What follows belongs to an exercise in optimizing a design on an open flow for small area, a short achievable clock period and few clock cycles per item; a production flow would make more cautious choices. No functional check of the RTL was part of any run shown here.

## flow/design.v (module list and top-level ports; edited modules follow where they fit)
// module requant: 3797 lines
// module requant_top: 54 lines
module requant_top (
    input  wire        clk,
    input  wire        rst,
    input  wire [31:0] in_A_tdata,
    input  wire        in_A_tlast,
    input  wire        in_A_tvalid,
    output wire        in_A_tready,
    input  wire [31:0] in_bias_tdata,
    input  wire        in_bias_tlast,
    input  wire        in_bias_tvalid,
    output wire        in_bias_tready,
    input  wire [31:0] in_m_tdata,
    input  wire        in_m_tlast,
    input  wire        in_m_tvalid,
    output wire        in_m_tready,
    input  wire [7:0]  in_e_tdata,
    input  wire        in_e_tlast,
    input  wire        in_e_tvalid,
    output wire        in_e_tready,
    output wire [7:0]  out_D_tdata,
    output wire        out_D_tlast,
    output wire        out_D_tvalid,
    input  wire        out_D_tready
);
  // ...
==> flow/flow/run.sh <==
#!/bin/bash
set -euo pipefail
MARGIN=${MARGIN:-5.8}
sed "s/SETUP_SLACK_MARGIN=[-0-9.]*/SETUP_SLACK_MARGIN=${MARGIN}/" standard.sh > standard_margin.sh
grep -q "SETUP_SLACK_MARGIN=${MARGIN}" standard_margin.sh
bash standard_margin.sh > flow_make.log 2>&1
==> flow/standard.sh <==
#!/bin/bash
# synth_recipe.tcl (not shown) runs the flow's synth.tcl, then flattens the netlist and writes it again
# the make line also repeats each setting of config.mk as NAME=value (left out here)
make -C /OpenROAD-flow-scripts/flow DESIGN_CONFIG=/design/flow/config.mk WORK_HOME=/design/flow/orfs CLKGATE_MAP_FILE= SYNTH_SCRIPT=/design/flow/synth_recipe.tcl "${@:-finish}"
==> flow/config.mk <==
export PLATFORM = sky130hd
export DESIGN_NAME = requant_top
export DESIGN_NICKNAME = requant_top
export VERILOG_FILES = /design/flow/design.v
export SDC_FILE = /design/flow/constraint.sdc
export NUM_CORES = 4
export LEC_CHECK = 0
export CAP_MARGIN = 20
export CORE_MARGIN = 2
export CORE_UTILIZATION = 40
export SETUP_SLACK_MARGIN = 5
export SLEW_MARGIN = 20
==> flow/constraint.sdc <==
create_clock -name core_clock -period 9.0 [get_ports {clk}]
set_input_delay 1.8000 -clock core_clock [delete_from_list [all_inputs] [get_ports {clk}]]
set_output_delay 1.8000 -clock core_clock [all_outputs]
set_load 0.01 [all_outputs]
==> impl_results.md, run 1 <==
- PortBufs: 128
- Fin util: 0.4930
- Worst setup margin: 5187 ps
- Core area: 0.1105 mm2
- Worst Path Buf+Inv: 2
- Largest registers: requant_QKV.q2 x186, requant_QKV.mul x64, requant_QKV.mem x45
- EDFF count, synth: 162
- Fmax: 262.2 MHz
- Placed inst area: 0.04698 mm2
- Design area: 0.05449 mm2
- Mean post-synth cell area: 10.06 um2
- Top Ports: 129
- Period utilization: 0.4237
- Count of non-filler cells in the finished layout: 6,094
- Crit-path cells: inv_2 -> fa_1 -> fa_1 -> inv_2 -> ha_4 -> a21oi_4 -> nand2_1 -> a221o_1 -> o211a_1 -> o311ai_4 -> nand2_2 -> a31oi_4 -> o211ai_1 -> a31oi_1 -> xor2_1
- Non-clk buf share: 0.09484
- CTS tree: yes
- Adder-Cell Fraction of Synth Area: 0.2465
- Routed wl met2: 68,300 um
- Metal3 WL: 15,730 um
- Primary FF master, synth: dfxtp_1
- Distinct cells, synth: 105
- Outcome: complete, no violations
- CLK BUF: 92
- Largest family of logic cells by synthesized area: adder cells
- Non-clock buffer count: 411
- DRC: 0
- Gr busiest metal: met2
- Max cap viols: 0
- Clock buf/inv share: 0.04175
- Area grow syn2layout: 22.58%
- Crit path launch: requant_QKV.q2[41]$_DFF_P_
==> inputs of run 2 (changes only) <==
--- a/flow/design.v
+++ b/flow/design.v
@@ -25,80 +25,80 @@
     input  wire          in_e_tlast,
     input  wire          in_e_tvalid,
     output wire          in_e_tready,
     output wire [OUT_BITS-1:0] out_D_tdata,
     output wire          out_D_tlast,
     output wire          out_D_tvalid,
     input  wire          out_D_tready
 );
-localparam integer CAP = 6;    
+localparam integer CAP = 5;    
 reg va, vb, vm, ve;             
 reg ra, rb, rm, re;             
 reg fire;                       
-reg [2:0] cnt;                  
-reg cr;                         
-reg p1, p2, p3, p4;
-reg l1, l2, l3;
+reg [CAP-1:0] th;              
+reg p2, p3, p4;
+reg l2, l3;
 reg la, lb, lm, le;
-reg [31:0] a_r, b_r, m_r;
+reg [31:0] X;                   
+reg [31:0] m_r;
 reg [7:0]  e_r;
 reg ov;
 assign in_A_tready    = ra;
 assign in_bias_tready = rb;
 assign in_m_tready    = rm;
 assign in_e_tready    = re;
-wire va_n = (in_A_tvalid & ra) | (va & ~fire);
-wire vb_n = (in_bias_tvalid & rb) | (vb & ~fire);
+wire acA  = in_A_tvalid & ra;
+wire acB  = in_bias_tvalid & rb;
+wire va_n = acA | (va & ~fire);
+wire vb_n = acB | (vb & ~fire);
 wire vm_n = (in_m_tvalid & rm) | (vm & ~fire);
 wire ve_n = (in_e_tvalid & re) | (ve & ~fire);
 wire pop  = ov & out_D_tready;
-wire [2:0] cnt_n = cnt + {2'd0, fire} - {2'd0, pop};
-wire cr_n = (cnt_n < CAP);
+wire inc  = fire & ~pop;
+wire dec  = pop & ~fire;
+wire [CAP-1:0] th_n = inc ? {th[CAP-2:0], 1'b1} : dec ? {1'b0, th[CAP-1:1]} : th;
+wire cr_n = ~th_n[CAP-1];
 wire fire_n = va_n & vb_n & vm_n & ve_n & cr_n;
 always @(posedge clk) begin
     if (rst) begin
         va <= 1'b0; vb <= 1'b0; vm <= 1'b0; ve <= 1'b0;
         ra <= 1'b1; rb <= 1'b1; rm <= 1'b1; re <= 1'b1;
-        fire <= 1'b0; cnt <= 0; cr <= 1'b1;
-        p1 <= 1'b0; p2 <= 1'b0; p3 <= 1'b0; p4 <= 1'b0;
+        fire <= 1'b0; th <= 0;
+        p2 <= 1'b0; p3 <= 1'b0; p4 <= 1'b0;
     end else begin
         va <= va_n; vb <= vb_n; vm <= vm_n; ve <= ve_n;
         ra <= ~va_n | fire_n; rb <= ~vb_n | fire_n;
         rm <= ~vm_n | fire_n; re <= ~ve_n | fire_n;
         fire <= fire_n;
-        cnt <= cnt_n; cr <= cr_n;
-        p1 <= fire; p2 <= p1; p3 <= p2; p4 <= p3;
+        th <= th_n;
+        p2 <= fire; p3 <= p2; p4 <= p3;
     end
 end
+wire        keep = (va | vb) & ~fire;
+wire [31:0] xp = acA ? in_A_tdata : keep ? X : 32'd0;
+wire [31:0] xq = acB ? in_bias_tdata : (keep & acA) ? X : 32'd0;
 always @(posedge clk) begin
-    if (ra) begin a_r <= in_A_tdata;    la <= in_A_tlast;    end
-    if (rb) begin b_r <= in_bias_tdata; lb <= in_bias_tlast; end
-    if (rm) begin m_r <= in_m_tdata;    lm <= in_m_tlast;    end
-    if (re) begin e_r <= in_e_tdata;    le <= in_e_tlast;    end
+    X <= xp + xq;
+    if (ra) la <= in_A_tlast;
+    if (rb) lb <= in_bias_tlast;
+    if (rm) begin m_r <= in_m_tdata; lm <= in_m_tlast; end
+    if (re) begin e_r <= in_e_tdata; le <= in_e_tlast; end
 end
-reg  [31:0] X;
-reg  [15:0] neg, one, two;
-reg  [6:0]  sh1;
-reg         nr1;
 wire [32:0] mx = {m_r, 1'b0};
-wire [15:0] neg_n, one_n, two_n;
+wire [15:0] neg, one, two;
 genvar gi;
 generate for (gi = 0; gi < 16; gi = gi + 1) begin : benc
-    assign neg_n[gi] = mx[2*gi+2];
-    assign one_n[gi] = mx[2*gi+1] ^ mx[2*gi];
-    assign two_n[gi] = (mx[2*gi+2] & ~mx[2*gi+1] & ~mx[2*gi]) | (~mx[2*gi+2] & mx[2*gi+1] & mx[2*gi]);
+    assign neg[gi] = mx[2*gi+2];
+    assign one[gi] = mx[2*gi+1] ^ mx[2*gi];
+    assign two[gi] = (mx[2*gi+2] & ~mx[2*gi+1] & ~mx[2*gi]) | (~mx[2*gi+2] & mx[2*gi+1] & mx[2*gi]);
 end endgenerate
-always @(posedge clk) begin
-    X   <= a_r + b_r;
-    neg <= neg_n; one <= one_n; two <= two_n;
-    sh1 <= (e_r[7] | e_r[6]) ? 7'd64 : {1'b0, e_r[5:0]};
-    nr1 <= e_r[7] | (e_r[6] & (|e_r[5:0]));
-    l1  <= la & lb & lm & le;
-end
+wire [6:0] sh1 = (e_r[7] | e_r[6]) ? 7'd64 : {1'b0, e_r[5:0]};
+wire       nr1 = e_r[7] | (e_r[6] & (|e_r[5:0]));
+wire       l1  = la & lb & lm & le;
 wire pp0_0;
 wire pp0_1;
 wire pp0_2;
 wire pp0_3;
 wire pp0_4;
 wire pp0_5;
 wire pp0_6;
 wire pp0_7;
@@ -3767,30 +3767,31 @@
 wire        neg_res = U[31] ^ (c7 & (&U[30:7]));
 wire [7:0]  r8 = U[7:0] + {7'd0, rnd};
 wire [7:0]  q = inr ? r8 : (neg_res ? 8'h80 : 8'h7f);
 reg  [8:0] r4;
 always @(posedge clk) r4 <= {l3, q};
 wire       wv = p4;
 wire [8:0] wd = r4;
 reg  [8:0] od;
-reg  [8:0] mem [0:4];
-reg  [2:0] rp, wp;
-reg  [2:0] ns;                  
+reg  [8:0] mem [0:3];
+reg  [1:0] rp, wp;
+reg  [3:0] nt;                  
 wire take = ~ov | pop;
-wire from_mem = ns != 0;
+wire from_mem = nt[0];
 wire wr = wv & ~(take & ~from_mem);
 always @(posedge clk) begin
     if (rst) begin
-        ov <= 1'b0; rp <= 0; wp <= 0; ns <= 0;
+        ov <= 1'b0; rp <= 0; wp <= 0; nt <= 0;
     end else begin
         if (take) ov <= from_mem | wv;
-        if (take & from_mem) rp <= (rp == 4) ? 0 : rp + 1'b1;
-        if (wr) wp <= (wp == 4) ? 0 : wp + 1'b1;
-        ns <= ns + {2'd0, wr} - {2'd0, take & from_mem};
+        if (take & from_mem) rp <= (rp == 3) ? 0 : rp + 1'b1;
+        if (wr) wp <= (wp == 3) ? 0 : wp + 1'b1;
+        if (wr & ~(take & from_mem)) nt <= {nt[2:0], 1'b1};
+        else if (~wr & take & from_mem) nt <= {1'b0, nt[3:1]};
     end
 end
 always @(posedge clk) begin
     if (take) od <= from_mem ? mem[rp] : wd;
     if (wr) mem[wp] <= wd;
 end
 assign out_D_tvalid = ov;
 assign out_D_tdata  = od[7:0];
==> flow/run.sh (new file) <==
#!/bin/bash
# synth_recipe.tcl (not shown) runs the flow's synth.tcl, then flattens the netlist and writes it again
# the make line also repeats each setting of config.mk as NAME=value (left out here)
make -C /OpenROAD-flow-scripts/flow DESIGN_CONFIG=/design/flow/config.mk WORK_HOME=/design/flow/orfs CLKGATE_MAP_FILE= SYNTH_SCRIPT=/design/flow/synth_recipe.tcl finish
removed: flow/flow/run.sh
removed: flow/standard.sh
==> impl_results.md, run 2 <==
- Post-synth top cells: nand2_1 (1,052), a21oi_1 (605), inv_1 (550) (was inv_1 (549), a22oi_1 (503), fa_1 (426))
- Largest registers: requant_QKV.q2 x186, requant_QKV.mul x64, requant_QKV.mem x36 (was requant_QKV.q2 x186, requant_QKV.mul x64, requant_QKV.mem x45)
- Metal3 WL: 20,310 um (was 15,730 um)
- Hold Crit Class: flop to flop (unchanged)
- Syn_nets: 6,715 (was 5,153)
- Drt pass-1 iters: 9 (was 7)
- CTS tree: yes (unchanged)
- DRC: 0 (unchanged)
- Die X: 343.5 um (was 337.4 um)
- Synth top area share: 0.1841 (was 0.1919)
- Met1 Wirelength: 70,300 um (was 58,070 um)
- Placer congestion estimate: 0.9202 (was 0.9651)
- Critical Path AT: 4950 ps (was 4360 ps)
- Slew Viols, Final: 0 (unchanged)
- Wire length of the first global-routing pass: 257,600 um (was 217,600 um)
- Yosys warns: 1 (unchanged)
- Gr usage total: 0.2808 (was 0.2513)
- Sequential fraction of the synthesis area: 0.2043 (was 0.2873)
- # clock sinks: 426 (was 557)
- Final nets: 6,487 (was 5,285)
- Worst rel slew slack: 0.1814 (was 0.3501)
- Minimum clock period: 4422 ps (was 3813 ps)
- Hold Violations, Final: 0 (unchanged)
- Starting density of the core: 0.4033 (was 0.4022)
- Per-cell routed wire length: 23.73 um (was 24.89 um)
- Area leader, netlist: fa_1 (unchanged)
- PortBufs: 128 (unchanged)
- Commonest non-fill, non-tap cell in the layout: nand2_1 (was inv_1)
- DR iter-0 viols: 5,675 (was 3,763)
- EDFF count, synth: 89 (was 162)
- End of the worst register-to-register path: requant_QKV.X[28]$_DFF_P_ (was requant_QKV.mul[63]$_DFF_P_)
- Hold Crit Depth: 0 (unchanged)
- Primary FF master, synth: dfxtp_1 (unchanged)
- Core area: 0.1143 mm2 (was 0.1105 mm2)
- Final ANT Viol Nets: 0 (unchanged)
- Register name with the most flops: requant_QKV.q2 (unchanged)
- Root Driver: clkbuf_16 (unchanged)
- Setup CP Type: primary input to flop (was flop to flop)
- Worst reg2reg path depth: 19 (was 15)
- Critical path endpoint category: flop (unchanged)
- Max cap viols: 0 (unchanged)
- RSZ-0062 raised after global routing: yes (unchanged)
- Hold_sp: requant_QKV.l3$_DFF_P_ (was requant_QKV.sh2[4]$_DFF_P_)
- Post-DP HPWL: 107,900 um (was 91,800 um)
- Async SR Flop Fraction: 0 (unchanged)
- Syn Inst Count: 5,983 (was 4,418)
- CTS Buffer Depth: 3 (unchanged)
- DR vias: 44,729 (was 35,611)
- Clock transition at path regs: 60 ps (about the same)
- Flop2flop setup slack: 4910 ps (was 5190 ps)
- Most frequent cells in the layout: nand2_1 (1,049), a21oi_1 (591), inv_1 (540) (was inv_1 (518), a22oi_1 (485), fa_1 (408))
- Area grow syn2layout: 13.47% (was 22.58%)
- Routed wl met2: 75,690 um (was 68,300 um)
- CTS H-tree lvls: 2 (was 3)
- Mean post-synth cell area: 7.707 um2 (was 10.06 um2)
- Fillers: 11,081 (was 10,018)
- Fmax: 226.2 MHz (was 262.2 MHz)
- Seq. cell area: 0.009480 mm2 (was 0.01301 mm2)
- Crit path max fanout: 3 (was 6)
- Top Ports: 129 (unchanged)
- Worst hold slack: 320.1 ps (was 321.7 ps)
- Hold endpoint: requant_QKV.r4[8]$_DFF_P_ (was requant_QKV.sh3[4]$_DFF_P_)
- Worst Max-Slew Pin Slew: 1215 ps (was 971.8 ps)
- Die height: 343.5 um (was 337.4 um)
- Synthesized area: 0.04611 mm2 (was 0.04445 mm2)
- GR Overflow Total: 0 (unchanged)
- Max reg flops: 186 (unchanged)
- Worst skew pair latency: 680 ps (was 660 ps)
- Period utilization: 0.4913 (was 0.4237)
- Final WL: 173,500 um (was 151,700 um)
- Synth area leaders: fa_1 (18%), dfxtp_1 (15%), nand2_1 (8.6%) (was fa_1 (19%), dfxtp_1 (18%), edfxtp_1 (11%))
- TNS Setup: 0 ps (unchanged)
- Die footprint: 0.1180 mm2 (was 0.1138 mm2)
- Initial antenna violation count: 4 (was 3)
- Clock buffer count from CTS: 51 (was 69)
- Share of layout cells above drive strength 1: 0.1044 (was 0.1824)
- Synthesized flop and latch total: 426 (was 557)
- Distinct cells, synth: 90 (was 105)
- Largest net degree at the start of global routing: 65 (was 55)
- Critical Path RT: 9530 ps (was 9550 ps)
- Vias/cell: 6.118 (was 5.844)
- Endpoints failing setup: 0 (unchanged)
- Core Rows: 124 (was 122)
- Worst setup margin: 4578 ps (was 5187 ps)
- Top layer in use: met5 (unchanged)
- Outcome: complete, no violations (unchanged)
- Origin of the critical flop-to-flop path: requant_QKV.fire$_SDFF_PP0_ (was requant_QKV.q2[41]$_DFF_P_)
- CP Launch Type: primary input (was flop)
- Vias in the first global route: 41,922 (was 35,524)
- Count leader, synth: nand2_1 (was inv_1)
- Post-placement setup slack: 2983 ps (was 4731 ps)
- Skew final: 43.15 ps (was 33.23 ps)
- Area of the multi-input gates: 0.03341 mm2 (was 0.03005 mm2)
[run 2: cell types whose count changed after synthesis, sizes merged, moves of 38 or more]
cell / change
nand2: +914
a21oi: +461
xnor2: -315
o21ai: +302
clkbuf: +264
nor2: +244
a22oi: -208
a221oi: +181
xor2: -170
edfxtp: -73
a22o: +62
dfxtp: -58
and2: +38
[run 2: how the worst max path moves through the flow]
stage                         from                        end  slack [ps]
floorplan           in_bias_tvalid  requant_QKV.X[30]$_DFF_P_        4290
global placement    in_bias_tvalid  requant_QKV.X[30]$_DFF_P_        3020
detailed placement     in_A_tvalid  requant_QKV.X[30]$_DFF_P_        2980
CTS                 in_bias_tvalid  requant_QKV.X[30]$_DFF_P_        4660
global route           in_A_tvalid  requant_QKV.X[28]$_DFF_P_        4510
finish              in_bias_tvalid  requant_QKV.X[28]$_DFF_P_        4580
[run 2: per-stage QoR]
step           cells  instance area [um2]  utilization
3_3_place_gp    7093                48000       0.4198
3_5_place_dp    7093                48000       0.4198
5_1_grt         7309                52320       0.4576
6_report        7311                52330       0.4576
2_1_floorplan   5983                46380            -
4_1_cts         7245                50890       0.4450
[run 2: per-layer routing]
| layer | vias up | GRT usage |
|---|---|---|
| li1 | 19857 | - |
| met1 | 21600 | 0.3800 |
| met2 | 2784 | 0.4324 |
| met3 | 484 | 0.07035 |
| met4 | 4 | 0.1043 |
| met5 | - | 0 |
[run 2: final cells by class]
class,instances,area share
Multi-Input combinational cell,4385,0.6385
Inverter,554,0.03984
Timing Repair Buffer,337,0.07004
Sequential cell,426,0.1812
Antenna cell,2,0.00009565
Clock buffer,66,0.02681
Tap cell,1512,0.03615
Clock inverter,29,0.007341
[run 2: logic make-up (layout without fill, tap and decap cells)]
group	count (synthesis)	in the layout	synth area share
compound gates	1809	1809	0.2493
buf+inv	1192	986	0.09866
fa+ha+maj	628	628	0.2388
simple gates	1671	1691	0.1504
flops	426	426	0.2043
other cells	0	2	0
xor+xnor	155	155	0.02944
mux	102	102	0.02911
[run 2: worst max-delay path: stages]
cell,delay [ps]
buf_12,70
and2_4,180
nor3_4,60
buf_12,160
a22o_1,210
ha_4,180
fa_2,370
a211oi_2,290
o21ai_1,120
a21oi_2,240
nor3_2,70
o31a_1,290
o21ai_2,170
o21ai_2,90
a211oi_2,290
buf_4,160
buf_6,80
buf_6,80
xnor2_2,40
[run 2: what timing repair did]
action | 4_1_cts | 5_1_grt
cloned | 17 | 11
hold buffers | 0 | 0
endpoints found under the setup margin | 172 | 128
gates resized for setup | 156 | 199
pin swaps | 51 | 69
buffers inserted | 40 | 53

-- what the ideal ports hide --
Ports are ideal in the flow. The routed layouts listed here were re-timed in OpenROAD.
Step 1, drivers: a clkbuf_16 drives clk and a buf_2 each remaining input, both assumed.
Step 2 adds t to the input delays and takes it off the output delays; t is the mean of the earliest and latest rising clock arrival at the registers after step 1. Input paths then give back, and output paths get back, about the clock's delay inside the block.
Slacks: no drivers / after step 1 / after step 2; pairs: no drivers / after step 1.
run | shift t [ns] | setup WS [ns] | latest minus earliest clock arrival (ns) | worst register clock-pin slew, ns | pins driven straight from the clock port
run 1 | 0.720 | 5.187 / 5.187 / 5.165 | 0.034 / 0.034 | 0.07 / 0.07 | 1
run 2 | 0.731 | 4.578 / 4.587 / 3.856 | 0.048 / 0.048 | 0.08 / 0.08 | 1
After both steps setup and hold are still met in every run listed. For run 2, which loses most, drivers alone change the setup slack by +0.009 ns; drivers and shift together by -0.722 ns.
